This is an optimization exercise on Yosys and OpenROAD, whose aim is small area, a short achievable clock period and few clock cycles per item, not a production implementation. RTL that was checked went through simulation tests only; none was proved equivalent to the original. No activity file was given, so power comes from the tool's default toggle rates.

Setup of 03-27:
==> flow/design.v <==
module rdport8(
    input [127:0] rf,
    input [7:0] sel,
    output reg [15:0] q
    );
integer i;
always @(*) begin
    q = 16'd0;
    for (i = 0; i < 8; i = i + 1)
        q = q | (rf[16*i +: 16] & {16{sel[i]}});
end
endmodule
module rdport9(
    input [127:0] rf,
    input [7:0] sel,
    input [15:0] ext,
    input ext_sel,
    output reg [15:0] q
    );
integer i;
always @(*) begin
    q = ext & {16{ext_sel}};
    for (i = 0; i < 8; i = i + 1)
        q = q | (rf[16*i +: 16] & {16{sel[i]}});
end
endmodule
module addsub(
    input [15:0] a, b,
    input sub,
    output [15:0] s
    );
assign s = a + (b ^ {16{sub}}) + {15'd0, sub};
endmodule
module processor(
    input [15:0] DIN,
    input Resetn, Clock, Run,
    output reg Done,
    output [15:0] BusWires
    );
reg [127:0] rf;         
reg         pend;       
reg [2:0]   mvi_rx;     
wire [2:0] rx = DIN[12:10];
wire [2:0] ry = DIN[9:7];
wire is_mvi = ~DIN[14] & DIN[13];    
wire use_x  = ~pend & DIN[14];       
wire sub    = ~pend & DIN[13];       
reg [7:0] xsel, ysel;
integer i;
always @(*)
    for (i = 0; i < 8; i = i + 1) begin
        xsel[i] = use_x && rx == i;
        ysel[i] = !pend && ry == i;
    end
wire [15:0] X, Y;
rdport8 portx(.rf(rf), .sel(xsel), .q(X));
rdport9 porty(.rf(rf), .sel(ysel), .ext(DIN), .ext_sel(pend), .q(Y));
addsub alu(.a(X), .b(Y), .sub(sub), .s(BusWires));
always @(*)
    Done = Resetn & (pend | (Run & ~is_mvi));
wire [2:0] wa = pend ? mvi_rx : rx;
always @(posedge Clock) begin
    if (!pend) mvi_rx <= rx;
    pend <= Resetn & ~pend & Run & is_mvi;
    for (i = 0; i < 8; i = i + 1)
        if (Done && wa == i) rf[16*i +: 16] <= BusWires;
end
endmodule
export LEC_CHECK = 0
export CAP_MARGIN = 20
export CORE_MARGIN = 2
export CORE_UTILIZATION = 40
export SETUP_SLACK_MARGIN = 5
export SLEW_MARGIN = 20
export SYNTH_HIERARCHICAL = 1
create_clock -name core_clock -period 10.0 [get_ports {Clock}]
standard.sh (not shown) runs the stock make flow with config.mk's settings and CLKGATE_MAP_FILE= SYNTH_SCRIPT=/design/flow/synth_recipe.tcl, a recipe that flattens the netlist after the stock synthesis.
==> flow/flow/run.sh <==
#!/bin/bash
# Standard ORFS layout with these changes:
#  - port buffers are plain buffers (sky130_fd_sc_hd__buf_2), not delay buffers;
#  - clock tree from clkbuf_8 only, without dummy balancing loads;
#  - setup repair limited to the moves: unbuffer,sizeup,swap,buffer
set -euo pipefail
bash standard.sh \
  BUFFER_PORTS_ARGS="-buffer_cell sky130_fd_sc_hd__buf_2" \
  CTS_ARGS="-sink_clustering_enable -repair_clock_nets -dont_use_dummy_load -buf_list sky130_fd_sc_hd__clkbuf_8" \
  SETUP_MOVE_SEQUENCE="unbuffer,sizeup,swap,buffer" \
  finish > orfs_make.log 2>&1
Testbench counts of 03-27, summed over its fixed seeds: cycles 9,996, items 8,000.
[inputs] 08-23 vs 03-27
==> flow/design.v, changed modules only <==
module processor(
    input [15:0] DIN,
    input Resetn, Clock, Run,
    output reg Done,
    output [15:0] BusWires
    );
reg [127:0] rf;         
reg         pend;       
reg [2:0]   mvi_rx;     
wire [2:0] rx = DIN[12:10];
wire [2:0] ry = DIN[9:7];
wire is_mvi = ~DIN[14] & DIN[13];    
wire use_x  = ~pend & DIN[14];       
wire sub    = ~pend & DIN[13];       
reg [7:0] xsel, ysel;
integer i;
always @(*)
    for (i = 0; i < 8; i = i + 1) begin
        xsel[i] = use_x && rx == i;
        ysel[i] = ry == i;
    end
wire [15:0] X, Y;
rdport8 portx(.rf(rf), .sel(xsel), .q(X));
rdport8 porty(.rf(rf), .sel(ysel), .q(Y));
wire [15:0] sum;
addsub alu(.a(X), .b(Y), .sub(sub), .s(sum));
assign BusWires = pend ? DIN : sum;
always @(*)
    Done = Resetn & (pend | (Run & ~is_mvi));
wire [2:0] wa = pend ? mvi_rx : rx;
always @(posedge Clock) begin
    if (!pend) mvi_rx <= rx;
    pend <= Resetn & ~pend & Run & is_mvi;
    for (i = 0; i < 8; i = i + 1)
        if (Done && wa == i) rf[16*i +: 16] <= BusWires;
end
endmodule
- 03-27 → 08-23: number of search-and-repair iterations in the first detailed-routing pass went down; share of power burned in combinational logic went up; fraction of power spent switching nets went down by 0.74 points; sequential share of layout area saw a decrease; smallest hold slack rose by 0.0058 ns.
- Comparing met3 wirelength from detailed routing for 03-27 and 08-23, the bigger number came from 03-27.
- On 08-23: synthesized cell count is 4.3% higher than what 03-27 gave.
- 08-23: simple-gate share of the synthesized area 0.28 points above 03-27
- The run showing the greater initial antenna violation count is 03-27.
- The estimated power of 08-23 ends up higher than the estimate for 03-27.
- Between 03-27 and 08-23, the number of cells traversed by the worst hold path is lower for 08-23.
- Relative to 03-27, routed wire length increased by 630 um in 08-23.
Testbench counts of 08-23, summed over its fixed seeds: cycles 9,996, items 8,000.

* * *

== lane 1 ==
Starts from the design.v that is shown in full above.
==> flow/config.mk <==
export PLATFORM = sky130hd
export DESIGN_NAME = processor
export DESIGN_NICKNAME = processor
export VERILOG_FILES = /design/flow/design.v
export SDC_FILE = /design/flow/constraint.sdc
export NUM_CORES = 4
export LEC_CHECK = 0
export CAP_MARGIN = 20
export CORE_MARGIN = 2
export CORE_UTILIZATION = 40
export SETUP_SLACK_MARGIN = 5
export SLEW_MARGIN = 20
export SYNTH_HIERARCHICAL = 1
==> flow/constraint.sdc <==
create_clock -name core_clock -period 10.0 [get_ports {Clock}]
set_input_delay 2.0000 -clock core_clock [delete_from_list [all_inputs] [get_ports {Clock}]]
set_output_delay 2.0000 -clock core_clock [all_outputs]
set_load 0.01 [all_outputs]
==> flow/flow/run.sh <==
#!/bin/bash
# Standard ORFS layout with these changes:
#  - port buffers are plain buffers (sky130_fd_sc_hd__buf_2), not delay buffers;
#  - clock tree from clkbuf_8 only, without dummy balancing loads;
#  - setup repair limited to the moves: unbuffer,sizeup,swap
set -euo pipefail
bash standard.sh \
  BUFFER_PORTS_ARGS="-buffer_cell sky130_fd_sc_hd__buf_2" \
  CTS_ARGS="-sink_clustering_enable -repair_clock_nets -dont_use_dummy_load -buf_list sky130_fd_sc_hd__clkbuf_8" \
  SETUP_MOVE_SEQUENCE="unbuffer,sizeup,swap" \
  finish > orfs_make.log 2>&1
The final layout from lane 1, which completed every stage, passed the timing, design-rule and antenna checks at the end of the flow.
Testbench counts of lane 1, summed over its fixed seeds: cycles 9,996, items 8,000.
## Diff of input files: lane 2 against lane 1
--- a/flow/design.v
+++ b/flow/design.v
@@ -46,17 +46,18 @@
 wire use_x  = ~pend & DIN[14];       
 wire sub    = ~pend & DIN[13];       
 reg [7:0] xsel, ysel;
 integer i;
 always @(*)
     for (i = 0; i < 8; i = i + 1) begin
-        xsel[i] = use_x && rx == i;
+        xsel[i] = rx == i;
         ysel[i] = !pend && ry == i;
     end
-wire [15:0] X, Y;
-rdport8 portx(.rf(rf), .sel(xsel), .q(X));
+wire [15:0] Xr, X, Y;
+rdport8 portx(.rf(rf), .sel(xsel), .q(Xr));
+assign X = Xr & {16{use_x}};
 rdport9 porty(.rf(rf), .sel(ysel), .ext(DIN), .ext_sel(pend), .q(Y));
 addsub alu(.a(X), .b(Y), .sub(sub), .s(BusWires));
 always @(*)
     Done = Resetn & (pend | (Run & ~is_mvi));
 wire [2:0] wa = pend ? mvi_rx : rx;
 always @(posedge Clock) begin
Findings:
- Lane 2 and lane 1 ended up with roughly the same count of clock-buffer cells in the layout.
- Relative to lane 1, gate count after technology mapping increased by about 3% in lane 2.
- Going from lane 1 to lane 2, total design power -about 1%; total global-route track usage saw little to no change; portion of the post-synthesis area used by sequential elements decreased by 0.89 points relative to the old numbers; minimum setup slack in the final design shows a reduction of 0.32 ns; register clock-pin slew on the reported worst setup and hold paths flat.
- The lower post-route fraction of the period consumed by the critical path came out of lane 1.
- Diff lane 1 -> lane 2 | routed wire length per instance | down by a few percent
- Lane 2 vs lane 1 — design area climbed slightly
- Compared with lane 1, lane 2 shows largest incremental delay on the critical path higher by 0.29 ns.
- Lane 1 and lane 2 ended up with roughly the same relative contribution of combinational cells to total power.
- | reg-to-reg setup timing slack | higher: lane 1 |
For lane 2, only the layout was checked, not whether the RTL still works.

==> afterwards: timing with drivers on the ports <==
The results above use ideal ports. As a check the final layouts listed here were re-extracted and re-timed, cells and wires unchanged.
Step 1 sets driving cells, clkbuf_16 on the clock port and buf_2 on the other inputs (assumed; they add their load-dependent delay and slew).
Step 2 times the ports against the registers' clock, not the clock port: input delays grow and output delays shrink by t, the midpoint of the rising clock arrivals with the driver on.
Slacks: no drivers / after step 1 / after step 2; pairs: no drivers / after step 1.
| run | shift t [ns] | setup slack, ns | clock arrival spread, ns |
|---|---|---|---|
| 03-27 | 0.490 | 3.205 / 3.139 / 3.139 | 0.031 / 0.030 |
| 08-23 | 0.478 | 3.242 / 3.179 / 3.179 | 0.039 / 0.039 |
| lane 1 | 0.481 | 2.897 / 2.848 / 2.848 | 0.034 / 0.034 |
| lane 2 | 0.469 | 2.576 / 2.512 / 2.512 | 0.023 / 0.023 |
After both steps setup and hold are still met in every run listed. For 03-27, which loses most, drivers alone change the setup slack by -0.066 ns; drivers and shift together by -0.066 ns.
